Context: an optimization exercise on an open-source flow, tuned for small area and a short achievable clock period. The choices shown serve that exercise and are no tape-out recipe.
No functional check of the RTL was part of any run shown here.

==> flow/design.v (outline; a module is shown in full before it is edited, if it fits) <==
// module full_adder: 10 lines
// module final_adder: 575 lines
// module fp32_unpacker: 20 lines
// module fp32_aligner: 18 lines
// module wallace_tree_8_inputs: 507 lines
// module fp32_normalizer_rounder: 329 lines
// module fp32_packer: 14 lines
// module fp32_adder_tree_8_inputs: 84 lines
module fp32_adder_tree_8_inputs (
    input wire clk,
    input wire rst_n,
    input wire [127:0] dvr_fp32addtree8to1_s0,
    input wire [127:0] dvr_fp32addtree8to1_s1,
    input wire [2:0] cru_fp32addtree8to1,
    output wire [127:0] dr_fp32addtree8to1_d
);
  // ...
==> flow/flow/run.sh <==
#!/bin/bash
# Layout flow: ORFS, with two changes to its synthesis script and a setup
# margin for timing repair.
#  - synthesis: Yosys's generic synth step runs without its quick ABC pass, so
#    the full adders written in the RTL reach extract_fa as written (no
#    inverters around them); the final ABC mapping uses flow/abc.script.
#  - layout: standard steps; repair_timing aims at SETUP_SLACK_MARGIN; the
#    port buffers are the platform's smallest buffer.
# Each tool's output goes to ORFS's own logs (orfs/logs/...); make's output to flow.log.
set -euo pipefail
HERE=$(pwd)
FL=$HERE/flow
source $FL/params.sh
sed -e 's#^source \$::env(SCRIPTS_DIR)/synth_preamble.tcl#&\nset abc_args [lreplace $abc_args 1 1 '"$FL"'/abc.script]#' \
    -e 's#synth -top \$::env(DESIGN_NAME) -run fine: {\*}\$synth_full_args#& -noabc#' \
    $FLOW_HOME/scripts/synth.tcl > $HERE/my_synth.tcl
grep -q -- '-noabc' $HERE/my_synth.tcl
grep -q 'abc.script\]' $HERE/my_synth.tcl
sed -e "s#source \$::env(SCRIPTS_DIR)/synth.tcl#source $HERE/my_synth.tcl#" synth_recipe.tcl > my_synth_recipe.tcl
grep -q my_synth.tcl my_synth_recipe.tcl
sed -e "s#SYNTH_SCRIPT=[^ ]*#SYNTH_SCRIPT=$HERE/my_synth_recipe.tcl#" standard.sh > my_standard.sh
grep -q my_synth_recipe.tcl my_standard.sh
export SETUP_SLACK_MARGIN=$MARGIN
# every port still gets a buffer, the smallest one
export BUFFER_PORTS_ARGS="${PORTBUF:--buffer_cell sky130_fd_sc_hd__buf_1}"
bash my_standard.sh finish > flow.log 2>&1
==> flow/flow/abc.script <==
strash
dch
map -B 0.9
topo
stime -c
buffer -c
upsize -c
dnsize -c
==> flow/flow/params.sh <==
MARGIN=33
==> flow/standard.sh <==
#!/bin/bash
# synth_recipe.tcl (not shown) runs the flow's synth.tcl, then flattens the netlist and writes it again
# the make line also repeats each setting of config.mk as NAME=value (left out here)
make -C /OpenROAD-flow-scripts/flow DESIGN_CONFIG=/design/flow/config.mk WORK_HOME=/design/flow/orfs CLKGATE_MAP_FILE= SYNTH_SCRIPT=/design/flow/synth_recipe.tcl "${@:-finish}"
==> flow/config.mk <==
export PLATFORM = sky130hd
export DESIGN_NAME = fp32_adder_tree_8_inputs
export DESIGN_NICKNAME = fp32_adder_tree_8_inputs
export VERILOG_FILES = /design/flow/design.v
export SDC_FILE = /design/flow/constraint.sdc
export NUM_CORES = 8
export LEC_CHECK = 0
export ABC_AREA = 1
export CAP_MARGIN = 20
export CORE_MARGIN = 2
export CORE_UTILIZATION = 40
export SLEW_MARGIN = 20
==> flow/constraint.sdc <==
create_clock -name core_clock -period 64.0 [get_ports {clk}]
set_input_delay 12.8000 -clock core_clock [delete_from_list [all_inputs] [get_ports {clk}]]
set_output_delay 12.8000 -clock core_clock [all_outputs]
set_load 0.01 [all_outputs]
==> flow_summary.yaml, run 1 <==
final_layout:
  layout.cells.non_filler: 6782
  final_nets: 6326
  largest_register_ffs: 32
  design.seq.count: 35
  seq_share: 0.0245
  clockNetworkAreaShare: 0.00487
  final_core_util: 0.437
  largest_cell_class: "multi-input combinational cells"
min_path:
  hp-class: "in2async"
run_status:
  status: "finished clean"
setup_path:
  critPathCapture: "sum_q[0]"
  slowest_stage: "fa_1"
  path_max_fanout: 35
  critPathTopFamily: "simple AND/OR/NAND/NOR gates"
synthesis:
  yosysWarnings: 1
  synth_xor_xnor_area_share: 0.100
  synth_area_leader_cell: "nand2_1"
detailed_routing:
  first_iter_violations: 3803
clocking:
  cts_tree: "built"
  cts-root-buf: "clkbuf_16"
global_routing:
  grt_max_degree: 48
place:
  dpl_cell_area_um2: 34900
  hpwlAfterDp_mm: 121
sta:
  fin_ws_ns: 34.18
==> module fp32_normalizer_rounder, before the edit <==
module fp32_normalizer_rounder (
    input  wire [34:0] mag,
    input  wire [7:0]  exp_in,      
    output wire [30:0] res,         
    output wire        overflow
);
    wire [31:0] lim = (exp_in <= 8'd32) ? (32'd1 << (6'd32 - exp_in[5:0])) : 32'd0;
    wire [63:0] lzv = {mag | {3'b000, lim}, 1'b1, 28'b0};
    wire lz_z0_0 = ~lzv[63];
    wire lz_z0_1 = ~lzv[62];
    wire lz_z0_2 = ~lzv[61];
    wire lz_z0_3 = ~lzv[60];
    wire lz_z0_4 = ~lzv[59];
    wire lz_z0_5 = ~lzv[58];
    wire lz_z0_6 = ~lzv[57];
    wire lz_z0_7 = ~lzv[56];
    wire lz_z0_8 = ~lzv[55];
    wire lz_z0_9 = ~lzv[54];
    wire lz_z0_10 = ~lzv[53];
    wire lz_z0_11 = ~lzv[52];
    wire lz_z0_12 = ~lzv[51];
    wire lz_z0_13 = ~lzv[50];
    wire lz_z0_14 = ~lzv[49];
    wire lz_z0_15 = ~lzv[48];
    wire lz_z0_16 = ~lzv[47];
    wire lz_z0_17 = ~lzv[46];
    wire lz_z0_18 = ~lzv[45];
    wire lz_z0_19 = ~lzv[44];
    wire lz_z0_20 = ~lzv[43];
    wire lz_z0_21 = ~lzv[42];
    wire lz_z0_22 = ~lzv[41];
    wire lz_z0_23 = ~lzv[40];
    wire lz_z0_24 = ~lzv[39];
    wire lz_z0_25 = ~lzv[38];
    wire lz_z0_26 = ~lzv[37];
    wire lz_z0_27 = ~lzv[36];
    wire lz_z0_28 = ~lzv[35];
    wire lz_z0_29 = ~lzv[34];
    wire lz_z0_30 = ~lzv[33];
    wire lz_z0_31 = ~lzv[32];
    wire lz_z0_32 = ~lzv[31];
    wire lz_z0_33 = ~lzv[30];
    wire lz_z0_34 = ~lzv[29];
    wire lz_z0_35 = ~lzv[28];
    wire lz_z0_36 = ~lzv[27];
    wire lz_z0_37 = ~lzv[26];
    wire lz_z0_38 = ~lzv[25];
    wire lz_z0_39 = ~lzv[24];
    wire lz_z0_40 = ~lzv[23];
    wire lz_z0_41 = ~lzv[22];
    wire lz_z0_42 = ~lzv[21];
    wire lz_z0_43 = ~lzv[20];
    wire lz_z0_44 = ~lzv[19];
    wire lz_z0_45 = ~lzv[18];
    wire lz_z0_46 = ~lzv[17];
    wire lz_z0_47 = ~lzv[16];
    wire lz_z0_48 = ~lzv[15];
    wire lz_z0_49 = ~lzv[14];
    wire lz_z0_50 = ~lzv[13];
    wire lz_z0_51 = ~lzv[12];
    wire lz_z0_52 = ~lzv[11];
    wire lz_z0_53 = ~lzv[10];
    wire lz_z0_54 = ~lzv[9];
    wire lz_z0_55 = ~lzv[8];
    wire lz_z0_56 = ~lzv[7];
    wire lz_z0_57 = ~lzv[6];
    wire lz_z0_58 = ~lzv[5];
    wire lz_z0_59 = ~lzv[4];
    wire lz_z0_60 = ~lzv[3];
    wire lz_z0_61 = ~lzv[2];
    wire lz_z0_62 = ~lzv[1];
    wire lz_z0_63 = ~lzv[0];
    wire lz_z1_0 = lz_z0_0 & lz_z0_1;
    wire [0:0] lz_c1_0 = lz_z0_0;
    wire lz_z1_1 = lz_z0_2 & lz_z0_3;
    wire [0:0] lz_c1_1 = lz_z0_2;
    wire lz_z1_2 = lz_z0_4 & lz_z0_5;
    wire [0:0] lz_c1_2 = lz_z0_4;
    wire lz_z1_3 = lz_z0_6 & lz_z0_7;
    wire [0:0] lz_c1_3 = lz_z0_6;
    wire lz_z1_4 = lz_z0_8 & lz_z0_9;
    wire [0:0] lz_c1_4 = lz_z0_8;
    wire lz_z1_5 = lz_z0_10 & lz_z0_11;
    wire [0:0] lz_c1_5 = lz_z0_10;
    wire lz_z1_6 = lz_z0_12 & lz_z0_13;
    wire [0:0] lz_c1_6 = lz_z0_12;
    wire lz_z1_7 = lz_z0_14 & lz_z0_15;
    wire [0:0] lz_c1_7 = lz_z0_14;
    wire lz_z1_8 = lz_z0_16 & lz_z0_17;
    wire [0:0] lz_c1_8 = lz_z0_16;
    wire lz_z1_9 = lz_z0_18 & lz_z0_19;
    wire [0:0] lz_c1_9 = lz_z0_18;
    wire lz_z1_10 = lz_z0_20 & lz_z0_21;
    wire [0:0] lz_c1_10 = lz_z0_20;
    wire lz_z1_11 = lz_z0_22 & lz_z0_23;
    wire [0:0] lz_c1_11 = lz_z0_22;
    wire lz_z1_12 = lz_z0_24 & lz_z0_25;
    wire [0:0] lz_c1_12 = lz_z0_24;
    wire lz_z1_13 = lz_z0_26 & lz_z0_27;
    wire [0:0] lz_c1_13 = lz_z0_26;
    wire lz_z1_14 = lz_z0_28 & lz_z0_29;
    wire [0:0] lz_c1_14 = lz_z0_28;
    wire lz_z1_15 = lz_z0_30 & lz_z0_31;
    wire [0:0] lz_c1_15 = lz_z0_30;
    wire lz_z1_16 = lz_z0_32 & lz_z0_33;
    wire [0:0] lz_c1_16 = lz_z0_32;
    wire lz_z1_17 = lz_z0_34 & lz_z0_35;
    wire [0:0] lz_c1_17 = lz_z0_34;
    wire lz_z1_18 = lz_z0_36 & lz_z0_37;
    wire [0:0] lz_c1_18 = lz_z0_36;
    wire lz_z1_19 = lz_z0_38 & lz_z0_39;
    wire [0:0] lz_c1_19 = lz_z0_38;
    wire lz_z1_20 = lz_z0_40 & lz_z0_41;
    wire [0:0] lz_c1_20 = lz_z0_40;
    wire lz_z1_21 = lz_z0_42 & lz_z0_43;
    wire [0:0] lz_c1_21 = lz_z0_42;
    wire lz_z1_22 = lz_z0_44 & lz_z0_45;
    wire [0:0] lz_c1_22 = lz_z0_44;
    wire lz_z1_23 = lz_z0_46 & lz_z0_47;
    wire [0:0] lz_c1_23 = lz_z0_46;
    wire lz_z1_24 = lz_z0_48 & lz_z0_49;
    wire [0:0] lz_c1_24 = lz_z0_48;
    wire lz_z1_25 = lz_z0_50 & lz_z0_51;
    wire [0:0] lz_c1_25 = lz_z0_50;
    wire lz_z1_26 = lz_z0_52 & lz_z0_53;
    wire [0:0] lz_c1_26 = lz_z0_52;
    wire lz_z1_27 = lz_z0_54 & lz_z0_55;
    wire [0:0] lz_c1_27 = lz_z0_54;
    wire lz_z1_28 = lz_z0_56 & lz_z0_57;
    wire [0:0] lz_c1_28 = lz_z0_56;
    wire lz_z1_29 = lz_z0_58 & lz_z0_59;
    wire [0:0] lz_c1_29 = lz_z0_58;
    wire lz_z1_30 = lz_z0_60 & lz_z0_61;
    wire [0:0] lz_c1_30 = lz_z0_60;
    wire lz_z1_31 = lz_z0_62 & lz_z0_63;
    wire [0:0] lz_c1_31 = lz_z0_62;
    wire lz_z2_0 = lz_z1_0 & lz_z1_1;
    wire [1:0] lz_c2_0 = lz_z1_0 ? {1'b1, lz_c1_1} : {1'b0, lz_c1_0};
    wire lz_z2_1 = lz_z1_2 & lz_z1_3;
    wire [1:0] lz_c2_1 = lz_z1_2 ? {1'b1, lz_c1_3} : {1'b0, lz_c1_2};
    wire lz_z2_2 = lz_z1_4 & lz_z1_5;
    wire [1:0] lz_c2_2 = lz_z1_4 ? {1'b1, lz_c1_5} : {1'b0, lz_c1_4};
    wire lz_z2_3 = lz_z1_6 & lz_z1_7;
    wire [1:0] lz_c2_3 = lz_z1_6 ? {1'b1, lz_c1_7} : {1'b0, lz_c1_6};
    wire lz_z2_4 = lz_z1_8 & lz_z1_9;
    wire [1:0] lz_c2_4 = lz_z1_8 ? {1'b1, lz_c1_9} : {1'b0, lz_c1_8};
    wire lz_z2_5 = lz_z1_10 & lz_z1_11;
    wire [1:0] lz_c2_5 = lz_z1_10 ? {1'b1, lz_c1_11} : {1'b0, lz_c1_10};
    wire lz_z2_6 = lz_z1_12 & lz_z1_13;
    wire [1:0] lz_c2_6 = lz_z1_12 ? {1'b1, lz_c1_13} : {1'b0, lz_c1_12};
    wire lz_z2_7 = lz_z1_14 & lz_z1_15;
    wire [1:0] lz_c2_7 = lz_z1_14 ? {1'b1, lz_c1_15} : {1'b0, lz_c1_14};
    wire lz_z2_8 = lz_z1_16 & lz_z1_17;
    wire [1:0] lz_c2_8 = lz_z1_16 ? {1'b1, lz_c1_17} : {1'b0, lz_c1_16};
    wire lz_z2_9 = lz_z1_18 & lz_z1_19;
    wire [1:0] lz_c2_9 = lz_z1_18 ? {1'b1, lz_c1_19} : {1'b0, lz_c1_18};
    wire lz_z2_10 = lz_z1_20 & lz_z1_21;
    wire [1:0] lz_c2_10 = lz_z1_20 ? {1'b1, lz_c1_21} : {1'b0, lz_c1_20};
    wire lz_z2_11 = lz_z1_22 & lz_z1_23;
    wire [1:0] lz_c2_11 = lz_z1_22 ? {1'b1, lz_c1_23} : {1'b0, lz_c1_22};
    wire lz_z2_12 = lz_z1_24 & lz_z1_25;
    wire [1:0] lz_c2_12 = lz_z1_24 ? {1'b1, lz_c1_25} : {1'b0, lz_c1_24};
    wire lz_z2_13 = lz_z1_26 & lz_z1_27;
    wire [1:0] lz_c2_13 = lz_z1_26 ? {1'b1, lz_c1_27} : {1'b0, lz_c1_26};
    wire lz_z2_14 = lz_z1_28 & lz_z1_29;
    wire [1:0] lz_c2_14 = lz_z1_28 ? {1'b1, lz_c1_29} : {1'b0, lz_c1_28};
    wire lz_z2_15 = lz_z1_30 & lz_z1_31;
    wire [1:0] lz_c2_15 = lz_z1_30 ? {1'b1, lz_c1_31} : {1'b0, lz_c1_30};
    wire lz_z3_0 = lz_z2_0 & lz_z2_1;
    wire [2:0] lz_c3_0 = lz_z2_0 ? {1'b1, lz_c2_1} : {1'b0, lz_c2_0};
    wire lz_z3_1 = lz_z2_2 & lz_z2_3;
    wire [2:0] lz_c3_1 = lz_z2_2 ? {1'b1, lz_c2_3} : {1'b0, lz_c2_2};
    wire lz_z3_2 = lz_z2_4 & lz_z2_5;
    wire [2:0] lz_c3_2 = lz_z2_4 ? {1'b1, lz_c2_5} : {1'b0, lz_c2_4};
    wire lz_z3_3 = lz_z2_6 & lz_z2_7;
    wire [2:0] lz_c3_3 = lz_z2_6 ? {1'b1, lz_c2_7} : {1'b0, lz_c2_6};
    wire lz_z3_4 = lz_z2_8 & lz_z2_9;
    wire [2:0] lz_c3_4 = lz_z2_8 ? {1'b1, lz_c2_9} : {1'b0, lz_c2_8};
    wire lz_z3_5 = lz_z2_10 & lz_z2_11;
    wire [2:0] lz_c3_5 = lz_z2_10 ? {1'b1, lz_c2_11} : {1'b0, lz_c2_10};
    wire lz_z3_6 = lz_z2_12 & lz_z2_13;
    wire [2:0] lz_c3_6 = lz_z2_12 ? {1'b1, lz_c2_13} : {1'b0, lz_c2_12};
    wire lz_z3_7 = lz_z2_14 & lz_z2_15;
    wire [2:0] lz_c3_7 = lz_z2_14 ? {1'b1, lz_c2_15} : {1'b0, lz_c2_14};
    wire lz_z4_0 = lz_z3_0 & lz_z3_1;
    wire [3:0] lz_c4_0 = lz_z3_0 ? {1'b1, lz_c3_1} : {1'b0, lz_c3_0};
    wire lz_z4_1 = lz_z3_2 & lz_z3_3;
    wire [3:0] lz_c4_1 = lz_z3_2 ? {1'b1, lz_c3_3} : {1'b0, lz_c3_2};
    wire lz_z4_2 = lz_z3_4 & lz_z3_5;
    wire [3:0] lz_c4_2 = lz_z3_4 ? {1'b1, lz_c3_5} : {1'b0, lz_c3_4};
    wire lz_z4_3 = lz_z3_6 & lz_z3_7;
    wire [3:0] lz_c4_3 = lz_z3_6 ? {1'b1, lz_c3_7} : {1'b0, lz_c3_6};
    wire lz_z5_0 = lz_z4_0 & lz_z4_1;
    wire [4:0] lz_c5_0 = lz_z4_0 ? {1'b1, lz_c4_1} : {1'b0, lz_c4_0};
    wire lz_z5_1 = lz_z4_2 & lz_z4_3;
    wire [4:0] lz_c5_1 = lz_z4_2 ? {1'b1, lz_c4_3} : {1'b0, lz_c4_2};
    wire lz_z6_0 = lz_z5_0 & lz_z5_1;
    wire [5:0] lz_c6_0 = lz_z5_0 ? {1'b1, lz_c5_1} : {1'b0, lz_c5_0};
    wire [5:0] sh = lz_c6_0;
    wire [34:0] n1 = sh[5] ? {mag[2:0], 32'b0} : mag;
    wire [34:0] n2 = sh[4] ? {n1[18:0], 16'b0} : n1;
    wire [34:0] n3 = sh[3] ? {n2[26:0], 8'b0} : n2;
    wire [34:0] n4 = sh[2] ? {n3[30:0], 4'b0} : n3;
    wire [34:0] n5 = sh[1] ? {n4[32:0], 2'b0} : n4;
    wire [34:0] nn = sh[0] ? {n5[33:0], 1'b0} : n5;
    wire normal = nn[34];
    wire g = nn[10];
    wire r = nn[9];
    wire st = |nn[8:0];
    wire rnd = g & (r | st | nn[11]);
    wire [8:0] x3 = {1'b0, exp_in} + 9'd3 - {3'b0, sh};
    wire [8:0] x4 = {1'b0, exp_in} + 9'd4 - {3'b0, sh};
    wire ov3 = x3 >= 9'd255;
    wire ov4 = x4 >= 9'd255;
    wire [22:0] mr;
    wire [22:0] mant = nn[33:11];
    wire rn_1 = mant[1] & mant[0];
    wire rn_2 = mant[2] & mant[1];
    wire rn_3 = mant[3] & mant[2];
    wire rn_4 = mant[4] & mant[3];
    wire rn_5 = mant[5] & mant[4];
    wire rn_6 = mant[6] & mant[5];
    wire rn_7 = mant[7] & mant[6];
    wire rn_8 = mant[8] & mant[7];
    wire rn_9 = mant[9] & mant[8];
    wire rn_10 = mant[10] & mant[9];
    wire rn_11 = mant[11] & mant[10];
    wire rn_12 = mant[12] & mant[11];
    wire rn_13 = mant[13] & mant[12];
    wire rn_14 = mant[14] & mant[13];
    wire rn_15 = mant[15] & mant[14];
    wire rn_16 = mant[16] & mant[15];
    wire rn_17 = mant[17] & mant[16];
    wire rn_18 = mant[18] & mant[17];
    wire rn_19 = mant[19] & mant[18];
    wire rn_20 = mant[20] & mant[19];
    wire rn_21 = mant[21] & mant[20];
    wire rn_22 = mant[22] & mant[21];
    wire rn_23 = rn_2 & mant[0];
    wire rn_24 = rn_3 & rn_1;
    wire rn_25 = rn_4 & rn_2;
    wire rn_26 = rn_5 & rn_3;
    wire rn_27 = rn_6 & rn_4;
    wire rn_28 = rn_7 & rn_5;
    wire rn_29 = rn_8 & rn_6;
    wire rn_30 = rn_9 & rn_7;
    wire rn_31 = rn_10 & rn_8;
    wire rn_32 = rn_11 & rn_9;
    wire rn_33 = rn_12 & rn_10;
    wire rn_34 = rn_13 & rn_11;
    wire rn_35 = rn_14 & rn_12;
    wire rn_36 = rn_15 & rn_13;
    wire rn_37 = rn_16 & rn_14;
    wire rn_38 = rn_17 & rn_15;
    wire rn_39 = rn_18 & rn_16;
    wire rn_40 = rn_19 & rn_17;
    wire rn_41 = rn_20 & rn_18;
    wire rn_42 = rn_21 & rn_19;
    wire rn_43 = rn_22 & rn_20;
    wire rn_44 = rn_25 & mant[0];
    wire rn_45 = rn_26 & rn_1;
    wire rn_46 = rn_27 & rn_23;
    wire rn_47 = rn_28 & rn_24;
    wire rn_48 = rn_29 & rn_25;
    wire rn_49 = rn_30 & rn_26;
    wire rn_50 = rn_31 & rn_27;
    wire rn_51 = rn_32 & rn_28;
    wire rn_52 = rn_33 & rn_29;
    wire rn_53 = rn_34 & rn_30;
    wire rn_54 = rn_35 & rn_31;
    wire rn_55 = rn_36 & rn_32;
    wire rn_56 = rn_37 & rn_33;
    wire rn_57 = rn_38 & rn_34;
    wire rn_58 = rn_39 & rn_35;
    wire rn_59 = rn_40 & rn_36;
    wire rn_60 = rn_41 & rn_37;
    wire rn_61 = rn_42 & rn_38;
    wire rn_62 = rn_43 & rn_39;
    wire rn_63 = rn_48 & mant[0];
    wire rn_64 = rn_49 & rn_1;
    wire rn_65 = rn_50 & rn_23;
    wire rn_66 = rn_51 & rn_24;
    wire rn_67 = rn_52 & rn_44;
    wire rn_68 = rn_53 & rn_45;
    wire rn_69 = rn_54 & rn_46;
    wire rn_70 = rn_55 & rn_47;
    wire rn_71 = rn_56 & rn_48;
    wire rn_72 = rn_57 & rn_49;
    wire rn_73 = rn_58 & rn_50;
    wire rn_74 = rn_59 & rn_51;
    wire rn_75 = rn_60 & rn_52;
    wire rn_76 = rn_61 & rn_53;
    wire rn_77 = rn_62 & rn_54;
    wire rn_78 = rn_71 & mant[0];
    wire rn_79 = rn_72 & rn_1;
    wire rn_80 = rn_73 & rn_23;
    wire rn_81 = rn_74 & rn_24;
    wire rn_82 = rn_75 & rn_44;
    wire rn_83 = rn_76 & rn_45;
    wire rn_84 = rn_77 & rn_46;
    assign mr[0] = mant[0] ^ rnd;
    assign mr[1] = mant[1] ^ (rnd & mant[0]);
    assign mr[2] = mant[2] ^ (rnd & rn_1);
    assign mr[3] = mant[3] ^ (rnd & rn_23);
    assign mr[4] = mant[4] ^ (rnd & rn_24);
    assign mr[5] = mant[5] ^ (rnd & rn_44);
    assign mr[6] = mant[6] ^ (rnd & rn_45);
    assign mr[7] = mant[7] ^ (rnd & rn_46);
    assign mr[8] = mant[8] ^ (rnd & rn_47);
    assign mr[9] = mant[9] ^ (rnd & rn_63);
    assign mr[10] = mant[10] ^ (rnd & rn_64);
    assign mr[11] = mant[11] ^ (rnd & rn_65);
    assign mr[12] = mant[12] ^ (rnd & rn_66);
    assign mr[13] = mant[13] ^ (rnd & rn_67);
    assign mr[14] = mant[14] ^ (rnd & rn_68);
    assign mr[15] = mant[15] ^ (rnd & rn_69);
    assign mr[16] = mant[16] ^ (rnd & rn_70);
    assign mr[17] = mant[17] ^ (rnd & rn_78);
    assign mr[18] = mant[18] ^ (rnd & rn_79);
    assign mr[19] = mant[19] ^ (rnd & rn_80);
    assign mr[20] = mant[20] ^ (rnd & rn_81);
    assign mr[21] = mant[21] ^ (rnd & rn_82);
    assign mr[22] = mant[22] ^ (rnd & rn_83);
    wire rn_85 = rnd & rn_84;
    wire cm = rn_85;
    wire [7:0] er = normal ? (cm ? x4[7:0] : x3[7:0]) : {7'b0, cm};
    assign overflow = normal & (cm ? ov4 : ov3);
    assign res = {er, mr};
endmodule
==> run 2, diff against run 1 <==
--- a/flow/design.v
+++ b/flow/design.v
@@ -83,509 +83,178 @@
     wire fa_67 = a[30] ^ b[30];
     wire fa_68 = a[31] ^ b[31];
     wire fa_69 = a[32] ^ b[32];
     wire fa_70 = a[33] ^ b[33];
     wire fa_71 = a[34] ^ b[34];
     wire fa_72 = a[35] ^ b[35];
     wire fa_73 = fa_2 | (fa_38 & fa_1);
     wire fa_74 = fa_38 & fa_37;
-    wire fa_75 = fa_3 | (fa_39 & fa_2);
-    wire fa_76 = fa_39 & fa_38;
-    wire fa_77 = fa_4 | (fa_40 & fa_3);
-    wire fa_78 = fa_40 & fa_39;
-    wire fa_79 = fa_5 | (fa_41 & fa_4);
-    wire fa_80 = fa_41 & fa_40;
-    wire fa_81 = fa_6 | (fa_42 & fa_5);
-    wire fa_82 = fa_42 & fa_41;
-    wire fa_83 = fa_7 | (fa_43 & fa_6);
-    wire fa_84 = fa_43 & fa_42;
-    wire fa_85 = fa_8 | (fa_44 & fa_7);
-    wire fa_86 = fa_44 & fa_43;
-    wire fa_87 = fa_9 | (fa_45 & fa_8);
-    wire fa_88 = fa_45 & fa_44;
-    wire fa_89 = fa_10 | (fa_46 & fa_9);
-    wire fa_90 = fa_46 & fa_45;
-    wire fa_91 = fa_11 | (fa_47 & fa_10);
-    wire fa_92 = fa_47 & fa_46;
-    wire fa_93 = fa_12 | (fa_48 & fa_11);
-    wire fa_94 = fa_48 & fa_47;
-    wire fa_95 = fa_13 | (fa_49 & fa_12);
-    wire fa_96 = fa_49 & fa_48;
-    wire fa_97 = fa_14 | (fa_50 & fa_13);
-    wire fa_98 = fa_50 & fa_49;
-    wire fa_99 = fa_15 | (fa_51 & fa_14);
-    wire fa_100 = fa_51 & fa_50;
-    wire fa_101 = fa_16 | (fa_52 & fa_15);
-    wire fa_102 = fa_52 & fa_51;
-    wire fa_103 = fa_17 | (fa_53 & fa_16);
-    wire fa_104 = fa_53 & fa_52;
-    wire fa_105 = fa_18 | (fa_54 & fa_17);
-    wire fa_106 = fa_54 & fa_53;
-    wire fa_107 = fa_19 | (fa_55 & fa_18);
-    wire fa_108 = fa_55 & fa_54;
-    wire fa_109 = fa_20 | (fa_56 & fa_19);
-    wire fa_110 = fa_56 & fa_55;
-    wire fa_111 = fa_21 | (fa_57 & fa_20);
-    wire fa_112 = fa_57 & fa_56;
-    wire fa_113 = fa_22 | (fa_58 & fa_21);
-    wire fa_114 = fa_58 & fa_57;
-    wire fa_115 = fa_23 | (fa_59 & fa_22);
-    wire fa_116 = fa_59 & fa_58;
-    wire fa_117 = fa_24 | (fa_60 & fa_23);
-    wire fa_118 = fa_60 & fa_59;
-    wire fa_119 = fa_25 | (fa_61 & fa_24);
-    wire fa_120 = fa_61 & fa_60;
-    wire fa_121 = fa_26 | (fa_62 & fa_25);
-    wire fa_122 = fa_62 & fa_61;
-    wire fa_123 = fa_27 | (fa_63 & fa_26);
-    wire fa_124 = fa_63 & fa_62;
-    wire fa_125 = fa_28 | (fa_64 & fa_27);
-    wire fa_126 = fa_64 & fa_63;
-    wire fa_127 = fa_29 | (fa_65 & fa_28);
-    wire fa_128 = fa_65 & fa_64;
-    wire fa_129 = fa_30 | (fa_66 & fa_29);
-    wire fa_130 = fa_66 & fa_65;
-    wire fa_131 = fa_31 | (fa_67 & fa_30);
-    wire fa_132 = fa_67 & fa_66;
-    wire fa_133 = fa_32 | (fa_68 & fa_31);
-    wire fa_134 = fa_68 & fa_67;
-    wire fa_135 = fa_33 | (fa_69 & fa_32);
-    wire fa_136 = fa_69 & fa_68;
-    wire fa_137 = fa_34 | (fa_70 & fa_33);
-    wire fa_138 = fa_70 & fa_69;
-    wire fa_139 = fa_35 | (fa_71 & fa_34);
-    wire fa_140 = fa_71 & fa_70;
-    wire fa_141 = fa_36 | (fa_72 & fa_35);
-    wire fa_142 = fa_72 & fa_71;
-    wire fa_143 = fa_75 | (fa_76 & fa_1);
-    wire fa_144 = fa_76 & fa_37;
-    wire fa_145 = fa_77 | (fa_78 & fa_73);
-    wire fa_146 = fa_78 & fa_74;
-    wire fa_147 = fa_79 | (fa_80 & fa_75);
-    wire fa_148 = fa_80 & fa_76;
-    wire fa_149 = fa_81 | (fa_82 & fa_77);
-    wire fa_150 = fa_82 & fa_78;
-    wire fa_151 = fa_83 | (fa_84 & fa_79);
-    wire fa_152 = fa_84 & fa_80;
-    wire fa_153 = fa_85 | (fa_86 & fa_81);
-    wire fa_154 = fa_86 & fa_82;
-    wire fa_155 = fa_87 | (fa_88 & fa_83);
-    wire fa_156 = fa_88 & fa_84;
-    wire fa_157 = fa_89 | (fa_90 & fa_85);
-    wire fa_158 = fa_90 & fa_86;
-    wire fa_159 = fa_91 | (fa_92 & fa_87);
-    wire fa_160 = fa_92 & fa_88;
-    wire fa_161 = fa_93 | (fa_94 & fa_89);
-    wire fa_162 = fa_94 & fa_90;
-    wire fa_163 = fa_95 | (fa_96 & fa_91);
-    wire fa_164 = fa_96 & fa_92;
-    wire fa_165 = fa_97 | (fa_98 & fa_93);
-    wire fa_166 = fa_98 & fa_94;
-    wire fa_167 = fa_99 | (fa_100 & fa_95);
-    wire fa_168 = fa_100 & fa_96;
-    wire fa_169 = fa_101 | (fa_102 & fa_97);
-    wire fa_170 = fa_102 & fa_98;
-    wire fa_171 = fa_103 | (fa_104 & fa_99);
-    wire fa_172 = fa_104 & fa_100;
-    wire fa_173 = fa_105 | (fa_106 & fa_101);
-    wire fa_174 = fa_106 & fa_102;
-    wire fa_175 = fa_107 | (fa_108 & fa_103);
-    wire fa_176 = fa_108 & fa_104;
-    wire fa_177 = fa_109 | (fa_110 & fa_105);
-    wire fa_178 = fa_110 & fa_106;
-    wire fa_179 = fa_111 | (fa_112 & fa_107);
-    wire fa_180 = fa_112 & fa_108;
-    wire fa_181 = fa_113 | (fa_114 & fa_109);
-    wire fa_182 = fa_114 & fa_110;
-    wire fa_183 = fa_115 | (fa_116 & fa_111);
-    wire fa_184 = fa_116 & fa_112;
-    wire fa_185 = fa_117 | (fa_118 & fa_113);
-    wire fa_186 = fa_118 & fa_114;
-    wire fa_187 = fa_119 | (fa_120 & fa_115);
-    wire fa_188 = fa_120 & fa_116;
-    wire fa_189 = fa_121 | (fa_122 & fa_117);
-    wire fa_190 = fa_122 & fa_118;
-    wire fa_191 = fa_123 | (fa_124 & fa_119);
-    wire fa_192 = fa_124 & fa_120;
-    wire fa_193 = fa_125 | (fa_126 & fa_121);
-    wire fa_194 = fa_126 & fa_122;
-    wire fa_195 = fa_127 | (fa_128 & fa_123);
-    wire fa_196 = fa_128 & fa_124;
-    wire fa_197 = fa_129 | (fa_130 & fa_125);
-    wire fa_198 = fa_130 & fa_126;
-    wire fa_199 = fa_131 | (fa_132 & fa_127);
-    wire fa_200 = fa_132 & fa_128;
-    wire fa_201 = fa_133 | (fa_134 & fa_129);
-    wire fa_202 = fa_134 & fa_130;
-    wire fa_203 = fa_135 | (fa_136 & fa_131);
-    wire fa_204 = fa_136 & fa_132;
-    wire fa_205 = fa_137 | (fa_138 & fa_133);
-    wire fa_206 = fa_138 & fa_134;
-    wire fa_207 = fa_139 | (fa_140 & fa_135);
-    wire fa_208 = fa_140 & fa_136;
-    wire fa_209 = fa_141 | (fa_142 & fa_137);
-    wire fa_210 = fa_142 & fa_138;
-    wire fa_211 = fa_147 | (fa_148 & fa_1);
-    wire fa_212 = fa_148 & fa_37;
-    wire fa_213 = fa_149 | (fa_150 & fa_73);
-    wire fa_214 = fa_150 & fa_74;
-    wire fa_215 = fa_151 | (fa_152 & fa_143);
-    wire fa_216 = fa_152 & fa_144;
-    wire fa_217 = fa_153 | (fa_154 & fa_145);
-    wire fa_218 = fa_154 & fa_146;
-    wire fa_219 = fa_155 | (fa_156 & fa_147);
-    wire fa_220 = fa_156 & fa_148;
-    wire fa_221 = fa_157 | (fa_158 & fa_149);
-    wire fa_222 = fa_158 & fa_150;
-    wire fa_223 = fa_159 | (fa_160 & fa_151);
-    wire fa_224 = fa_160 & fa_152;
-    wire fa_225 = fa_161 | (fa_162 & fa_153);
-    wire fa_226 = fa_162 & fa_154;
-    wire fa_227 = fa_163 | (fa_164 & fa_155);
-    wire fa_228 = fa_164 & fa_156;
-    wire fa_229 = fa_165 | (fa_166 & fa_157);
-    wire fa_230 = fa_166 & fa_158;
-    wire fa_231 = fa_167 | (fa_168 & fa_159);
-    wire fa_232 = fa_168 & fa_160;
-    wire fa_233 = fa_169 | (fa_170 & fa_161);
-    wire fa_234 = fa_170 & fa_162;
-    wire fa_235 = fa_171 | (fa_172 & fa_163);
-    wire fa_236 = fa_172 & fa_164;
-    wire fa_237 = fa_173 | (fa_174 & fa_165);
-    wire fa_238 = fa_174 & fa_166;
-    wire fa_239 = fa_175 | (fa_176 & fa_167);
-    wire fa_240 = fa_176 & fa_168;
-    wire fa_241 = fa_177 | (fa_178 & fa_169);
-    wire fa_242 = fa_178 & fa_170;
-    wire fa_243 = fa_179 | (fa_180 & fa_171);
-    wire fa_244 = fa_180 & fa_172;
-    wire fa_245 = fa_181 | (fa_182 & fa_173);
-    wire fa_246 = fa_182 & fa_174;
-    wire fa_247 = fa_183 | (fa_184 & fa_175);
-    wire fa_248 = fa_184 & fa_176;
-    wire fa_249 = fa_185 | (fa_186 & fa_177);
-    wire fa_250 = fa_186 & fa_178;
-    wire fa_251 = fa_187 | (fa_188 & fa_179);
-    wire fa_252 = fa_188 & fa_180;
-    wire fa_253 = fa_189 | (fa_190 & fa_181);
-    wire fa_254 = fa_190 & fa_182;
-    wire fa_255 = fa_191 | (fa_192 & fa_183);
-    wire fa_256 = fa_192 & fa_184;
-    wire fa_257 = fa_193 | (fa_194 & fa_185);
-    wire fa_258 = fa_194 & fa_186;
-    wire fa_259 = fa_195 | (fa_196 & fa_187);
-    wire fa_260 = fa_196 & fa_188;
-    wire fa_261 = fa_197 | (fa_198 & fa_189);
-    wire fa_262 = fa_198 & fa_190;
-    wire fa_263 = fa_199 | (fa_200 & fa_191);
-    wire fa_264 = fa_200 & fa_192;
-    wire fa_265 = fa_201 | (fa_202 & fa_193);
-    wire fa_266 = fa_202 & fa_194;
-    wire fa_267 = fa_203 | (fa_204 & fa_195);
-    wire fa_268 = fa_204 & fa_196;
-    wire fa_269 = fa_205 | (fa_206 & fa_197);
-    wire fa_270 = fa_206 & fa_198;
-    wire fa_271 = fa_207 | (fa_208 & fa_199);
-    wire fa_272 = fa_208 & fa_200;
-    wire fa_273 = fa_209 | (fa_210 & fa_201);
-    wire fa_274 = fa_210 & fa_202;
-    wire fa_275 = fa_219 | (fa_220 & fa_1);
-    wire fa_276 = fa_220 & fa_37;
-    wire fa_277 = fa_221 | (fa_222 & fa_73);
-    wire fa_278 = fa_222 & fa_74;
-    wire fa_279 = fa_223 | (fa_224 & fa_143);
-    wire fa_280 = fa_224 & fa_144;
-    wire fa_281 = fa_225 | (fa_226 & fa_145);
-    wire fa_282 = fa_226 & fa_146;
-    wire fa_283 = fa_227 | (fa_228 & fa_211);
-    wire fa_284 = fa_228 & fa_212;
-    wire fa_285 = fa_229 | (fa_230 & fa_213);
-    wire fa_286 = fa_230 & fa_214;
-    wire fa_287 = fa_231 | (fa_232 & fa_215);
-    wire fa_288 = fa_232 & fa_216;
-    wire fa_289 = fa_233 | (fa_234 & fa_217);
-    wire fa_290 = fa_234 & fa_218;
-    wire fa_291 = fa_235 | (fa_236 & fa_219);
-    wire fa_292 = fa_236 & fa_220;
-    wire fa_293 = fa_237 | (fa_238 & fa_221);
-    wire fa_294 = fa_238 & fa_222;
-    wire fa_295 = fa_239 | (fa_240 & fa_223);
-    wire fa_296 = fa_240 & fa_224;
-    wire fa_297 = fa_241 | (fa_242 & fa_225);
-    wire fa_298 = fa_242 & fa_226;
-    wire fa_299 = fa_243 | (fa_244 & fa_227);
-    wire fa_300 = fa_244 & fa_228;
-    wire fa_301 = fa_245 | (fa_246 & fa_229);
-    wire fa_302 = fa_246 & fa_230;
-    wire fa_303 = fa_247 | (fa_248 & fa_231);
-    wire fa_304 = fa_248 & fa_232;
-    wire fa_305 = fa_249 | (fa_250 & fa_233);
-    wire fa_306 = fa_250 & fa_234;
-    wire fa_307 = fa_251 | (fa_252 & fa_235);
-    wire fa_308 = fa_252 & fa_236;
-    wire fa_309 = fa_253 | (fa_254 & fa_237);
-    wire fa_310 = fa_254 & fa_238;
-    wire fa_311 = fa_255 | (fa_256 & fa_239);
-    wire fa_312 = fa_256 & fa_240;
-    wire fa_313 = fa_257 | (fa_258 & fa_241);
-    wire fa_314 = fa_258 & fa_242;
-    wire fa_315 = fa_259 | (fa_260 & fa_243);
-    wire fa_316 = fa_260 & fa_244;
-    wire fa_317 = fa_261 | (fa_262 & fa_245);
-    wire fa_318 = fa_262 & fa_246;
-    wire fa_319 = fa_263 | (fa_264 & fa_247);
-    wire fa_320 = fa_264 & fa_248;
-    wire fa_321 = fa_265 | (fa_266 & fa_249);
-    wire fa_322 = fa_266 & fa_250;
-    wire fa_323 = fa_267 | (fa_268 & fa_251);
-    wire fa_324 = fa_268 & fa_252;
-    wire fa_325 = fa_269 | (fa_270 & fa_253);
-    wire fa_326 = fa_270 & fa_254;
-    wire fa_327 = fa_271 | (fa_272 & fa_255);
-    wire fa_328 = fa_272 & fa_256;
-    wire fa_329 = fa_273 | (fa_274 & fa_257);
-    wire fa_330 = fa_274 & fa_258;
-    wire fa_331 = fa_291 | (fa_292 & fa_1);
-    wire fa_332 = fa_292 & fa_37;
-    wire fa_333 = fa_293 | (fa_294 & fa_73);
-    wire fa_334 = fa_294 & fa_74;
-    wire fa_335 = fa_295 | (fa_296 & fa_143);
-    wire fa_336 = fa_296 & fa_144;
-    wire fa_337 = fa_297 | (fa_298 & fa_145);
-    wire fa_338 = fa_298 & fa_146;
-    wire fa_339 = fa_299 | (fa_300 & fa_211);
-    wire fa_340 = fa_300 & fa_212;
-    wire fa_341 = fa_301 | (fa_302 & fa_213);
-    wire fa_342 = fa_302 & fa_214;
-    wire fa_343 = fa_303 | (fa_304 & fa_215);
-    wire fa_344 = fa_304 & fa_216;
-    wire fa_345 = fa_305 | (fa_306 & fa_217);
-    wire fa_346 = fa_306 & fa_218;
-    wire fa_347 = fa_307 | (fa_308 & fa_275);
-    wire fa_348 = fa_308 & fa_276;
-    wire fa_349 = fa_309 | (fa_310 & fa_277);
-    wire fa_350 = fa_310 & fa_278;
-    wire fa_351 = fa_311 | (fa_312 & fa_279);
-    wire fa_352 = fa_312 & fa_280;
-    wire fa_353 = fa_313 | (fa_314 & fa_281);
-    wire fa_354 = fa_314 & fa_282;
-    wire fa_355 = fa_315 | (fa_316 & fa_283);
-    wire fa_356 = fa_316 & fa_284;
-    wire fa_357 = fa_317 | (fa_318 & fa_285);
-    wire fa_358 = fa_318 & fa_286;
-    wire fa_359 = fa_319 | (fa_320 & fa_287);
-    wire fa_360 = fa_320 & fa_288;
-    wire fa_361 = fa_321 | (fa_322 & fa_289);
-    wire fa_362 = fa_322 & fa_290;
-    wire fa_363 = fa_323 | (fa_324 & fa_291);
-    wire fa_364 = fa_324 & fa_292;
-    wire fa_365 = fa_325 | (fa_326 & fa_293);
-    wire fa_366 = fa_326 & fa_294;
-    wire fa_367 = fa_327 | (fa_328 & fa_295);
-    wire fa_368 = fa_328 & fa_296;
-    wire fa_369 = fa_329 | (fa_330 & fa_297);
-    wire fa_370 = fa_330 & fa_298;
-    wire fa_371 = fa_363 | (fa_364 & fa_1);
-    wire fa_372 = fa_364 & fa_37;
-    wire fa_373 = fa_365 | (fa_366 & fa_73);
-    wire fa_374 = fa_366 & fa_74;
-    wire fa_375 = fa_367 | (fa_368 & fa_143);
-    wire fa_376 = fa_368 & fa_144;
-    wire fa_377 = fa_369 | (fa_370 & fa_145);
-    wire fa_378 = fa_370 & fa_146;
-    wire fa_379 = fa_38 & fa_37;
-    wire fa_380 = fa_39 & fa_38;
-    wire fa_381 = fa_40 & fa_39;
-    wire fa_382 = fa_41 & fa_40;
-    wire fa_383 = fa_42 & fa_41;
-    wire fa_384 = fa_43 & fa_42;
-    wire fa_385 = fa_44 & fa_43;
-    wire fa_386 = fa_45 & fa_44;
-    wire fa_387 = fa_46 & fa_45;
-    wire fa_388 = fa_47 & fa_46;
-    wire fa_389 = fa_48 & fa_47;
-    wire fa_390 = fa_49 & fa_48;
-    wire fa_391 = fa_50 & fa_49;
-    wire fa_392 = fa_51 & fa_50;
-    wire fa_393 = fa_52 & fa_51;
-    wire fa_394 = fa_53 & fa_52;
-    wire fa_395 = fa_54 & fa_53;
-    wire fa_396 = fa_55 & fa_54;
-    wire fa_397 = fa_56 & fa_55;
-    wire fa_398 = fa_57 & fa_56;
-    wire fa_399 = fa_58 & fa_57;
-    wire fa_400 = fa_59 & fa_58;
-    wire fa_401 = fa_60 & fa_59;
-    wire fa_402 = fa_61 & fa_60;
-    wire fa_403 = fa_62 & fa_61;
-    wire fa_404 = fa_63 & fa_62;
-    wire fa_405 = fa_64 & fa_63;
-    wire fa_406 = fa_65 & fa_64;
-    wire fa_407 = fa_66 & fa_65;
-    wire fa_408 = fa_67 & fa_66;
-    wire fa_409 = fa_68 & fa_67;
-    wire fa_410 = fa_69 & fa_68;
-    wire fa_411 = fa_70 & fa_69;
-    wire fa_412 = fa_71 & fa_70;
-    wire fa_413 = fa_72 & fa_71;
-    wire fa_414 = fa_380 & fa_37;
-    wire fa_415 = fa_381 & fa_379;
-    wire fa_416 = fa_382 & fa_380;
-    wire fa_417 = fa_383 & fa_381;
-    wire fa_418 = fa_384 & fa_382;
-    wire fa_419 = fa_385 & fa_383;
-    wire fa_420 = fa_386 & fa_384;
-    wire fa_421 = fa_387 & fa_385;
-    wire fa_422 = fa_388 & fa_386;
-    wire fa_423 = fa_389 & fa_387;
-    wire fa_424 = fa_390 & fa_388;
-    wire fa_425 = fa_391 & fa_389;
-    wire fa_426 = fa_392 & fa_390;
-    wire fa_427 = fa_393 & fa_391;
-    wire fa_428 = fa_394 & fa_392;
-    wire fa_429 = fa_395 & fa_393;
-    wire fa_430 = fa_396 & fa_394;
-    wire fa_431 = fa_397 & fa_395;
-    wire fa_432 = fa_398 & fa_396;
-    wire fa_433 = fa_399 & fa_397;
-    wire fa_434 = fa_400 & fa_398;
-    wire fa_435 = fa_401 & fa_399;
-    wire fa_436 = fa_402 & fa_400;
-    wire fa_437 = fa_403 & fa_401;
-    wire fa_438 = fa_404 & fa_402;
-    wire fa_439 = fa_405 & fa_403;
-    wire fa_440 = fa_406 & fa_404;
-    wire fa_441 = fa_407 & fa_405;
-    wire fa_442 = fa_408 & fa_406;
-    wire fa_443 = fa_409 & fa_407;
-    wire fa_444 = fa_410 & fa_408;
-    wire fa_445 = fa_411 & fa_409;
-    wire fa_446 = fa_412 & fa_410;
-    wire fa_447 = fa_413 & fa_411;
-    wire fa_448 = fa_416 & fa_37;
-    wire fa_449 = fa_417 & fa_379;
-    wire fa_450 = fa_418 & fa_414;
-    wire fa_451 = fa_419 & fa_415;
-    wire fa_452 = fa_420 & fa_416;
-    wire fa_453 = fa_421 & fa_417;
-    wire fa_454 = fa_422 & fa_418;
-    wire fa_455 = fa_423 & fa_419;
-    wire fa_456 = fa_424 & fa_420;
-    wire fa_457 = fa_425 & fa_421;
-    wire fa_458 = fa_426 & fa_422;
-    wire fa_459 = fa_427 & fa_423;
-    wire fa_460 = fa_428 & fa_424;
-    wire fa_461 = fa_429 & fa_425;
-    wire fa_462 = fa_430 & fa_426;
-    wire fa_463 = fa_431 & fa_427;
-    wire fa_464 = fa_432 & fa_428;
-    wire fa_465 = fa_433 & fa_429;
-    wire fa_466 = fa_434 & fa_430;
-    wire fa_467 = fa_435 & fa_431;
-    wire fa_468 = fa_436 & fa_432;
-    wire fa_469 = fa_437 & fa_433;
-    wire fa_470 = fa_438 & fa_434;
-    wire fa_471 = fa_439 & fa_435;
-    wire fa_472 = fa_440 & fa_436;
-    wire fa_473 = fa_441 & fa_437;
-    wire fa_474 = fa_442 & fa_438;
-    wire fa_475 = fa_443 & fa_439;
-    wire fa_476 = fa_444 & fa_440;
-    wire fa_477 = fa_445 & fa_441;
-    wire fa_478 = fa_446 & fa_442;
-    wire fa_479 = fa_447 & fa_443;
-    wire fa_480 = fa_452 & fa_37;
-    wire fa_481 = fa_453 & fa_379;
-    wire fa_482 = fa_454 & fa_414;
-    wire fa_483 = fa_455 & fa_415;
-    wire fa_484 = fa_456 & fa_448;
-    wire fa_485 = fa_457 & fa_449;
-    wire fa_486 = fa_458 & fa_450;
-    wire fa_487 = fa_459 & fa_451;
-    wire fa_488 = fa_460 & fa_452;
-    wire fa_489 = fa_461 & fa_453;
-    wire fa_490 = fa_462 & fa_454;
-    wire fa_491 = fa_463 & fa_455;
-    wire fa_492 = fa_464 & fa_456;
-    wire fa_493 = fa_465 & fa_457;
-    wire fa_494 = fa_466 & fa_458;
-    wire fa_495 = fa_467 & fa_459;
-    wire fa_496 = fa_468 & fa_460;
-    wire fa_497 = fa_469 & fa_461;
-    wire fa_498 = fa_470 & fa_462;
-    wire fa_499 = fa_471 & fa_463;
-    wire fa_500 = fa_472 & fa_464;
-    wire fa_501 = fa_473 & fa_465;
-    wire fa_502 = fa_474 & fa_466;
-    wire fa_503 = fa_475 & fa_467;
-    wire fa_504 = fa_476 & fa_468;
-    wire fa_505 = fa_477 & fa_469;
-    wire fa_506 = fa_478 & fa_470;
-    wire fa_507 = fa_479 & fa_471;
-    wire fa_508 = fa_488 & fa_37;
-    wire fa_509 = fa_489 & fa_379;
-    wire fa_510 = fa_490 & fa_414;
-    wire fa_511 = fa_491 & fa_415;
-    wire fa_512 = fa_492 & fa_448;
-    wire fa_513 = fa_493 & fa_449;
-    wire fa_514 = fa_494 & fa_450;
-    wire fa_515 = fa_495 & fa_451;
-    wire fa_516 = fa_496 & fa_480;
-    wire fa_517 = fa_497 & fa_481;
-    wire fa_518 = fa_498 & fa_482;
-    wire fa_519 = fa_499 & fa_483;
-    wire fa_520 = fa_500 & fa_484;
-    wire fa_521 = fa_501 & fa_485;
-    wire fa_522 = fa_502 & fa_486;
-    wire fa_523 = fa_503 & fa_487;
-    wire fa_524 = fa_504 & fa_488;
-    wire fa_525 = fa_505 & fa_489;
-    wire fa_526 = fa_506 & fa_490;
-    wire fa_527 = fa_507 & fa_491;
-    wire fa_528 = fa_524 & fa_37;
-    wire fa_529 = fa_525 & fa_379;
-    wire fa_530 = fa_526 & fa_414;
-    wire fa_531 = fa_527 & fa_415;
-    assign s[0] = fa_37 ^ fa_377;
-    assign s[1] = fa_38 ^ (fa_1 | (fa_37 & fa_377));
-    assign s[2] = fa_39 ^ (fa_73 | (fa_379 & fa_377));
-    assign s[3] = fa_40 ^ (fa_143 | (fa_414 & fa_377));
-    assign s[4] = fa_41 ^ (fa_145 | (fa_415 & fa_377));
-    assign s[5] = fa_42 ^ (fa_211 | (fa_448 & fa_377));
-    assign s[6] = fa_43 ^ (fa_213 | (fa_449 & fa_377));
-    assign s[7] = fa_44 ^ (fa_215 | (fa_450 & fa_377));
-    assign s[8] = fa_45 ^ (fa_217 | (fa_451 & fa_377));
-    assign s[9] = fa_46 ^ (fa_275 | (fa_480 & fa_377));
-    assign s[10] = fa_47 ^ (fa_277 | (fa_481 & fa_377));
-    assign s[11] = fa_48 ^ (fa_279 | (fa_482 & fa_377));
-    assign s[12] = fa_49 ^ (fa_281 | (fa_483 & fa_377));
-    assign s[13] = fa_50 ^ (fa_283 | (fa_484 & fa_377));
-    assign s[14] = fa_51 ^ (fa_285 | (fa_485 & fa_377));
-    assign s[15] = fa_52 ^ (fa_287 | (fa_486 & fa_377));
-    assign s[16] = fa_53 ^ (fa_289 | (fa_487 & fa_377));
-    assign s[17] = fa_54 ^ (fa_331 | (fa_508 & fa_377));
-    assign s[18] = fa_55 ^ (fa_333 | (fa_509 & fa_377));
-    assign s[19] = fa_56 ^ (fa_335 | (fa_510 & fa_377));
-    assign s[20] = fa_57 ^ (fa_337 | (fa_511 & fa_377));
-    assign s[21] = fa_58 ^ (fa_339 | (fa_512 & fa_377));
-    assign s[22] = fa_59 ^ (fa_341 | (fa_513 & fa_377));
-    assign s[23] = fa_60 ^ (fa_343 | (fa_514 & fa_377));
-    assign s[24] = fa_61 ^ (fa_345 | (fa_515 & fa_377));
-    assign s[25] = fa_62 ^ (fa_347 | (fa_516 & fa_377));
-    assign s[26] = fa_63 ^ (fa_349 | (fa_517 & fa_377));
-    assign s[27] = fa_64 ^ (fa_351 | (fa_518 & fa_377));
-    assign s[28] = fa_65 ^ (fa_353 | (fa_519 & fa_377));
-    assign s[29] = fa_66 ^ (fa_355 | (fa_520 & fa_377));
-    assign s[30] = fa_67 ^ (fa_357 | (fa_521 & fa_377));
-    assign s[31] = fa_68 ^ (fa_359 | (fa_522 & fa_377));
-    assign s[32] = fa_69 ^ (fa_361 | (fa_523 & fa_377));
-    assign s[33] = fa_70 ^ (fa_371 | (fa_528 & fa_377));
-    assign s[34] = fa_71 ^ (fa_373 | (fa_529 & fa_377));
-    assign s[35] = fa_72 ^ (fa_375 | (fa_530 & fa_377));
+    wire fa_75 = fa_4 | (fa_40 & fa_3);
+    wire fa_76 = fa_40 & fa_39;
+    wire fa_77 = fa_6 | (fa_42 & fa_5);
+    wire fa_78 = fa_42 & fa_41;
+    wire fa_79 = fa_8 | (fa_44 & fa_7);
+    wire fa_80 = fa_44 & fa_43;
+    wire fa_81 = fa_10 | (fa_46 & fa_9);
+    wire fa_82 = fa_46 & fa_45;
+    wire fa_83 = fa_12 | (fa_48 & fa_11);
+    wire fa_84 = fa_48 & fa_47;
+    wire fa_85 = fa_14 | (fa_50 & fa_13);
+    wire fa_86 = fa_50 & fa_49;
+    wire fa_87 = fa_16 | (fa_52 & fa_15);
+    wire fa_88 = fa_52 & fa_51;
+    wire fa_89 = fa_18 | (fa_54 & fa_17);
+    wire fa_90 = fa_54 & fa_53;
+    wire fa_91 = fa_20 | (fa_56 & fa_19);
+    wire fa_92 = fa_56 & fa_55;
+    wire fa_93 = fa_22 | (fa_58 & fa_21);
+    wire fa_94 = fa_58 & fa_57;
+    wire fa_95 = fa_24 | (fa_60 & fa_23);
+    wire fa_96 = fa_60 & fa_59;
+    wire fa_97 = fa_26 | (fa_62 & fa_25);
+    wire fa_98 = fa_62 & fa_61;
+    wire fa_99 = fa_28 | (fa_64 & fa_27);
+    wire fa_100 = fa_64 & fa_63;
+    wire fa_101 = fa_30 | (fa_66 & fa_29);
+    wire fa_102 = fa_66 & fa_65;
+    wire fa_103 = fa_32 | (fa_68 & fa_31);
+    wire fa_104 = fa_68 & fa_67;
+    wire fa_105 = fa_34 | (fa_70 & fa_33);
+    wire fa_106 = fa_70 & fa_69;
+    wire fa_107 = fa_36 | (fa_72 & fa_35);
+    wire fa_108 = fa_72 & fa_71;
+    wire fa_109 = fa_75 | (fa_76 & fa_73);
+    wire fa_110 = fa_76 & fa_74;
+    wire fa_111 = fa_79 | (fa_80 & fa_77);
+    wire fa_112 = fa_80 & fa_78;
+    wire fa_113 = fa_83 | (fa_84 & fa_81);
+    wire fa_114 = fa_84 & fa_82;
+    wire fa_115 = fa_87 | (fa_88 & fa_85);
+    wire fa_116 = fa_88 & fa_86;
+    wire fa_117 = fa_91 | (fa_92 & fa_89);
+    wire fa_118 = fa_92 & fa_90;
+    wire fa_119 = fa_95 | (fa_96 & fa_93);
+    wire fa_120 = fa_96 & fa_94;
+    wire fa_121 = fa_99 | (fa_100 & fa_97);
+    wire fa_122 = fa_100 & fa_98;
+    wire fa_123 = fa_103 | (fa_104 & fa_101);
+    wire fa_124 = fa_104 & fa_102;
+    wire fa_125 = fa_107 | (fa_108 & fa_105);
+    wire fa_126 = fa_108 & fa_106;
+    wire fa_127 = fa_111 | (fa_112 & fa_109);
+    wire fa_128 = fa_112 & fa_110;
+    wire fa_129 = fa_115 | (fa_116 & fa_113);
+    wire fa_130 = fa_116 & fa_114;
+    wire fa_131 = fa_119 | (fa_120 & fa_117);
+    wire fa_132 = fa_120 & fa_118;
+    wire fa_133 = fa_123 | (fa_124 & fa_121);
+    wire fa_134 = fa_124 & fa_122;
+    wire fa_135 = fa_129 | (fa_130 & fa_127);
+    wire fa_136 = fa_130 & fa_128;
+    wire fa_137 = fa_133 | (fa_134 & fa_131);
+    wire fa_138 = fa_134 & fa_132;
+    wire fa_139 = fa_137 | (fa_138 & fa_135);
+    wire fa_140 = fa_138 & fa_136;
+    wire fa_141 = fa_131 | (fa_132 & fa_135);
+    wire fa_142 = fa_132 & fa_136;
+    wire fa_143 = fa_113 | (fa_114 & fa_127);
+    wire fa_144 = fa_114 & fa_128;
+    wire fa_145 = fa_117 | (fa_118 & fa_135);
+    wire fa_146 = fa_118 & fa_136;
+    wire fa_147 = fa_121 | (fa_122 & fa_141);
+    wire fa_148 = fa_122 & fa_142;
+    wire fa_149 = fa_125 | (fa_126 & fa_139);
+    wire fa_150 = fa_126 & fa_140;
+    wire fa_151 = fa_77 | (fa_78 & fa_109);
+    wire fa_152 = fa_78 & fa_110;
+    wire fa_153 = fa_81 | (fa_82 & fa_127);
+    wire fa_154 = fa_82 & fa_128;
+    wire fa_155 = fa_85 | (fa_86 & fa_143);
+    wire fa_156 = fa_86 & fa_144;
+    wire fa_157 = fa_89 | (fa_90 & fa_135);
+    wire fa_158 = fa_90 & fa_136;
+    wire fa_159 = fa_93 | (fa_94 & fa_145);
+    wire fa_160 = fa_94 & fa_146;
+    wire fa_161 = fa_97 | (fa_98 & fa_141);
+    wire fa_162 = fa_98 & fa_142;
+    wire fa_163 = fa_101 | (fa_102 & fa_147);
+    wire fa_164 = fa_102 & fa_148;
+    wire fa_165 = fa_105 | (fa_106 & fa_139);
+    wire fa_166 = fa_106 & fa_140;
+    wire fa_167 = fa_3 | (fa_39 & fa_73);
+    wire fa_168 = fa_39 & fa_74;
+    wire fa_169 = fa_5 | (fa_41 & fa_109);
+    wire fa_170 = fa_41 & fa_110;
+    wire fa_171 = fa_7 | (fa_43 & fa_151);
+    wire fa_172 = fa_43 & fa_152;
+    wire fa_173 = fa_9 | (fa_45 & fa_127);
+    wire fa_174 = fa_45 & fa_128;
+    wire fa_175 = fa_11 | (fa_47 & fa_153);
+    wire fa_176 = fa_47 & fa_154;
+    wire fa_177 = fa_13 | (fa_49 & fa_143);
+    wire fa_178 = fa_49 & fa_144;
+    wire fa_179 = fa_15 | (fa_51 & fa_155);
+    wire fa_180 = fa_51 & fa_156;
+    wire fa_181 = fa_17 | (fa_53 & fa_135);
+    wire fa_182 = fa_53 & fa_136;
+    wire fa_183 = fa_19 | (fa_55 & fa_157);
+    wire fa_184 = fa_55 & fa_158;
+    wire fa_185 = fa_21 | (fa_57 & fa_145);
+    wire fa_186 = fa_57 & fa_146;
+    wire fa_187 = fa_23 | (fa_59 & fa_159);
+    wire fa_188 = fa_59 & fa_160;
+    wire fa_189 = fa_25 | (fa_61 & fa_141);
+    wire fa_190 = fa_61 & fa_142;
+    wire fa_191 = fa_27 | (fa_63 & fa_161);
+    wire fa_192 = fa_63 & fa_162;
+    wire fa_193 = fa_29 | (fa_65 & fa_147);
+    wire fa_194 = fa_65 & fa_148;
+    wire fa_195 = fa_31 | (fa_67 & fa_163);
+    wire fa_196 = fa_67 & fa_164;
+    wire fa_197 = fa_33 | (fa_69 & fa_139);
+    wire fa_198 = fa_69 & fa_140;
+    wire fa_199 = fa_35 | (fa_71 & fa_165);
+    wire fa_200 = fa_71 & fa_166;
+    assign s[0] = fa_37 ^ fa_149;
+    assign s[1] = fa_38 ^ (fa_1 | (fa_37 & fa_149));
+    assign s[2] = fa_39 ^ (fa_73 | (fa_74 & fa_149));
+    assign s[3] = fa_40 ^ (fa_167 | (fa_168 & fa_149));
+    assign s[4] = fa_41 ^ (fa_109 | (fa_110 & fa_149));
+    assign s[5] = fa_42 ^ (fa_169 | (fa_170 & fa_149));
+    assign s[6] = fa_43 ^ (fa_151 | (fa_152 & fa_149));
+    assign s[7] = fa_44 ^ (fa_171 | (fa_172 & fa_149));
+    assign s[8] = fa_45 ^ (fa_127 | (fa_128 & fa_149));
+    assign s[9] = fa_46 ^ (fa_173 | (fa_174 & fa_149));
+    assign s[10] = fa_47 ^ (fa_153 | (fa_154 & fa_149));
+    assign s[11] = fa_48 ^ (fa_175 | (fa_176 & fa_149));
+    assign s[12] = fa_49 ^ (fa_143 | (fa_144 & fa_149));
+    assign s[13] = fa_50 ^ (fa_177 | (fa_178 & fa_149));
+    assign s[14] = fa_51 ^ (fa_155 | (fa_156 & fa_149));
+    assign s[15] = fa_52 ^ (fa_179 | (fa_180 & fa_149));
+    assign s[16] = fa_53 ^ (fa_135 | (fa_136 & fa_149));
+    assign s[17] = fa_54 ^ (fa_181 | (fa_182 & fa_149));
+    assign s[18] = fa_55 ^ (fa_157 | (fa_158 & fa_149));
+    assign s[19] = fa_56 ^ (fa_183 | (fa_184 & fa_149));
+    assign s[20] = fa_57 ^ (fa_145 | (fa_146 & fa_149));
+    assign s[21] = fa_58 ^ (fa_185 | (fa_186 & fa_149));
+    assign s[22] = fa_59 ^ (fa_159 | (fa_160 & fa_149));
+    assign s[23] = fa_60 ^ (fa_187 | (fa_188 & fa_149));
+    assign s[24] = fa_61 ^ (fa_141 | (fa_142 & fa_149));
+    assign s[25] = fa_62 ^ (fa_189 | (fa_190 & fa_149));
+    assign s[26] = fa_63 ^ (fa_161 | (fa_162 & fa_149));
+    assign s[27] = fa_64 ^ (fa_191 | (fa_192 & fa_149));
+    assign s[28] = fa_65 ^ (fa_147 | (fa_148 & fa_149));
+    assign s[29] = fa_66 ^ (fa_193 | (fa_194 & fa_149));
+    assign s[30] = fa_67 ^ (fa_163 | (fa_164 & fa_149));
+    assign s[31] = fa_68 ^ (fa_195 | (fa_196 & fa_149));
+    assign s[32] = fa_69 ^ (fa_139 | (fa_140 & fa_149));
+    assign s[33] = fa_70 ^ (fa_197 | (fa_198 & fa_149));
+    assign s[34] = fa_71 ^ (fa_165 | (fa_166 & fa_149));
+    assign s[35] = fa_72 ^ (fa_199 | (fa_200 & fa_149));
     assign sum = s;
 endmodule
 module fp32_unpacker (
     input  wire [31:0] fp_in,
     output wire        sign,
     output wire [7:0]  exponent,    
     output wire        hidden,      
     output wire [22:0] mantissa,
@@ -1331,17 +1000,17 @@
     wire [34:0] n2 = sh[4] ? {n1[18:0], 16'b0} : n1;
     wire [34:0] n3 = sh[3] ? {n2[26:0], 8'b0} : n2;
     wire [34:0] n4 = sh[2] ? {n3[30:0], 4'b0} : n3;
     wire [34:0] n5 = sh[1] ? {n4[32:0], 2'b0} : n4;
     wire [34:0] nn = sh[0] ? {n5[33:0], 1'b0} : n5;
     wire normal = nn[34];
     wire g = nn[10];
     wire r = nn[9];
-    wire st = |nn[8:0];
+    wire st = |(mag[8:0] & (9'h1ff >> sh));
     wire rnd = g & (r | st | nn[11]);
     wire [8:0] x3 = {1'b0, exp_in} + 9'd3 - {3'b0, sh};
     wire [8:0] x4 = {1'b0, exp_in} + 9'd4 - {3'b0, sh};
     wire ov3 = x3 >= 9'd255;
     wire ov4 = x4 >= 9'd255;
     wire [22:0] mr;
     wire [22:0] mant = nn[33:11];
     wire rn_1 = mant[1] & mant[0];
==> flow/flow/params.sh (replaced) <==
MARGIN=35
==> run 2 against run 1 <==
Critical path depth up 8. Sequential cell count did not move. First-iteration DRC count shrank 3.6%. Routed wire length increased by 0.45%. Fmax grew 6.4%. Setup slack improved by 1.8 ns. Synthesized cell count down 0.44%. Sequential share of layout area shrank 0.064 points. Largest cell class unchanged.
==> flow_summary.yaml, run 2 <==
setup_path:
  critPathTopFamily: "simple AND/OR/NAND/NOR gates"
  critical_path_required_ns: 64.16
  slowest_stage: "fa_2"
  critPathMaxStageDelay_ns: 0.52
  startpoint_type: "primary input"
  path_common_cell: "nand2_1"
  end_kind: "flop"
  critPathKind: "in2reg"
  crit_buf_inv: 9
  path_max_fanout: 20
  path_depth: 106
place:
  dpl_cell_area_um2: 34600
  portBuffers: 388
  hpwlAfterDp_mm: 118
  place_congestion: 1.01
sta:
  rsz0062_at_grt: "no"
  finalCriticalPeriod_ns: 28.03
  setup_viol: 0
  worst_slew_pin_slew_ns: 1.20
  fin_crit_sh: 0.438
clocking:
  cts-root-buf: "clkbuf_16"
  numCtsBuffers: 5
  cts_htree_levels: 2
  cts_tree: "built"
  cts_sinks: 35
  cts_buffer_depth: 2
global_routing:
  grt_max_degree: 47
  grt_pass1_vias: 33700
  groute.usage.overall: 0.318
  grt_pass1_wl_mm: 204
detailed_routing:
  detail-route-antenna-nets: 0
  drc: 0
  viasPerCell: 5.53
  first_iter_violations: 3667
  drtPass1Iterations: 6
floorplanning:
  die_area_um2: 83400
  core_um2: 80400
  io_pins: 389
  initial_utilization: 0.404
  die_w_um: 289
final_layout:
  final_cell_mix: "nand2_1, o21ai_0, inv_1"
  drive_above_1_share: 0.0880
  largest_register_ffs: 32
  final_nets: 6379
  design_area_um2: 36600
  top_register: "sum_q"
  n_fill_cell: 8822
  top_regs: "sum_q x32, seg_q x2, valid_q x1"
synthesis:
  synthFlopType: "dfrtp_1"
  synth.area.mux_share: 0.0481
  yosysTopAreaCellShare: 0.168
  yosysWarnings: 1
  synth_most_common_cell: "nand2_1"
  synthAdderAreaFrac: 0.186
  synth_xor_xnor_area_share: 0.104
  syn-cell-area_um2: 32500
  synth_common_cells: "nand2_1, inv_1, o21ai_0"
  syn-num-nets: 6089
  synth_area_leader_cell: "nand2_1"
  synth_edf_count: 0
run_status:
  status: "finished clean"
min_path:
  hp-class: "in2async"
run:
  cap_violations: 0
-- run 2: changes by cell type in the layout (fill, tap and decap cells not counted), moves of 12 or more --
cell / previous run / this run
a21oi_1: 128 / 98
buf_4: 69 / 106
clkinvlp_4: 25 / 43
inv_2: 32 / 20
nand2_1: 1468 / 1445
nand3_1: 391 / 403
nor3_1: 78 / 90
xnor2_1: 13 / 49
xor2_1: 344 / 317
-- run 2: kinds of logic after synthesis --
kind of cell	Yosys count
multiplexers	156
adder cells (fa/ha/maj)	358
AND/OR/NAND/NOR	2710
XOR/XNOR	386
flip-flops	35
buffers and inverters	894
AO/OA/AOI/OAI	931
-- run 2: per-layer routing --
layer,global-route usage,share of wire,up-vias
met5,0,0.00018,-
met4,0.155,0.058,4
met1,0.415,0.42,17300
met2,0.528,0.45,1644
li1,-,-,18500
met3,0.0290,0.072,256
-- run 2: layout make-up --
| cell class | count | area (um^2) | share of cell area |
|---|---|---|---|
| antenna | 3 | 7.51 | 0.000205 |
| multi-input combinational | 4549 | 29000 | 0.791 |
| inverter | 618 | 2460 | 0.0671 |
| tap | 1060 | 1330 | 0.0362 |
| timing repair buffer | 523 | 2640 | 0.0720 |
| sequential | 35 | 876 | 0.0239 |
| timing repair inverter | 28 | 179 | 0.00488 |
| clock buffer | 5 | 125 | 0.00341 |
| clock inverter | 3 | 43.8 | 0.00119 |
-- run 2: through the flow --
step / hold slack (ns) / worst slack (ns) / util / cells
after global routing: 12.63 / 34.92 / 0.456 / 6823
final: 12.61 / 35.97 / 0.456 / 6824
after floorplan: 12.50 / 37.10 / - / 5470
after global placement: 12.91 / 32.72 / 0.430 / 6693
after detailed placement: 12.93 / 32.57 / 0.430 / 6695
after CTS: 12.63 / 35.00 / 0.438 / 6732
-- run 2: final timing paths --
check                      slack [ns]        end                       start
worst max-delay path            35.97  sum_q[18]  dvr_fp32addtree8to1_s1[14]
worst min-delay path            12.61   seg_q[0]                       rst_n
max in group asynchronous       50.86  sum_q[27]                       rst_n
min in group core_clock         12.64   seg_q[1]      cru_fp32addtree8to1[1]
-- run 2: repair_timing --
item | CTS | global route
setup buffers | 16 | 63
pin swaps | 7 | 36
setup endpoints to repair | 31 | 31
resized for setup | 65 | 184
cloned | 13 | 26
endpoints found under the hold margin | 0 | 0

-- port drivers added, routing unchanged --
The flow's constraints put no driver on any port. The routed layouts listed below were extracted and timed again, unchanged, in two steps. Step 1 (the two cells are an assumption about what drives the block):
set clk [get_ports {clk}]
set_driving_cell -lib_cell sky130_fd_sc_hd__clkbuf_16 $clk
set_driving_cell -lib_cell sky130_fd_sc_hd__buf_2 [delete_from_list [all_inputs] $clk]
Step 2, shift: input delay + t, output delay - t, t = (earliest + latest rising clock arrival at the registers) / 2. This alone moves slack from input paths to output paths. Three values: ideal, step 1, step 2; two values: the first two.
run | t, ns | setup WS [ns] | hold slack, ns | worst slew at a driven data input, ns | pins driven straight from the clock port
run 1 | 0.325 | 34.179 / 34.187 / 33.862 | 12.608 / 12.588 / 12.913 | 0.13 | 1
run 2 | 0.325 | 35.974 / 35.973 / 35.648 | 12.612 / 12.601 / 12.926 | 0.16 | 1
After both steps every run listed still meets setup and hold. The setup slack of run 2, which loses most, moves by -0.001 ns with the drivers and by -0.326 ns with both steps.
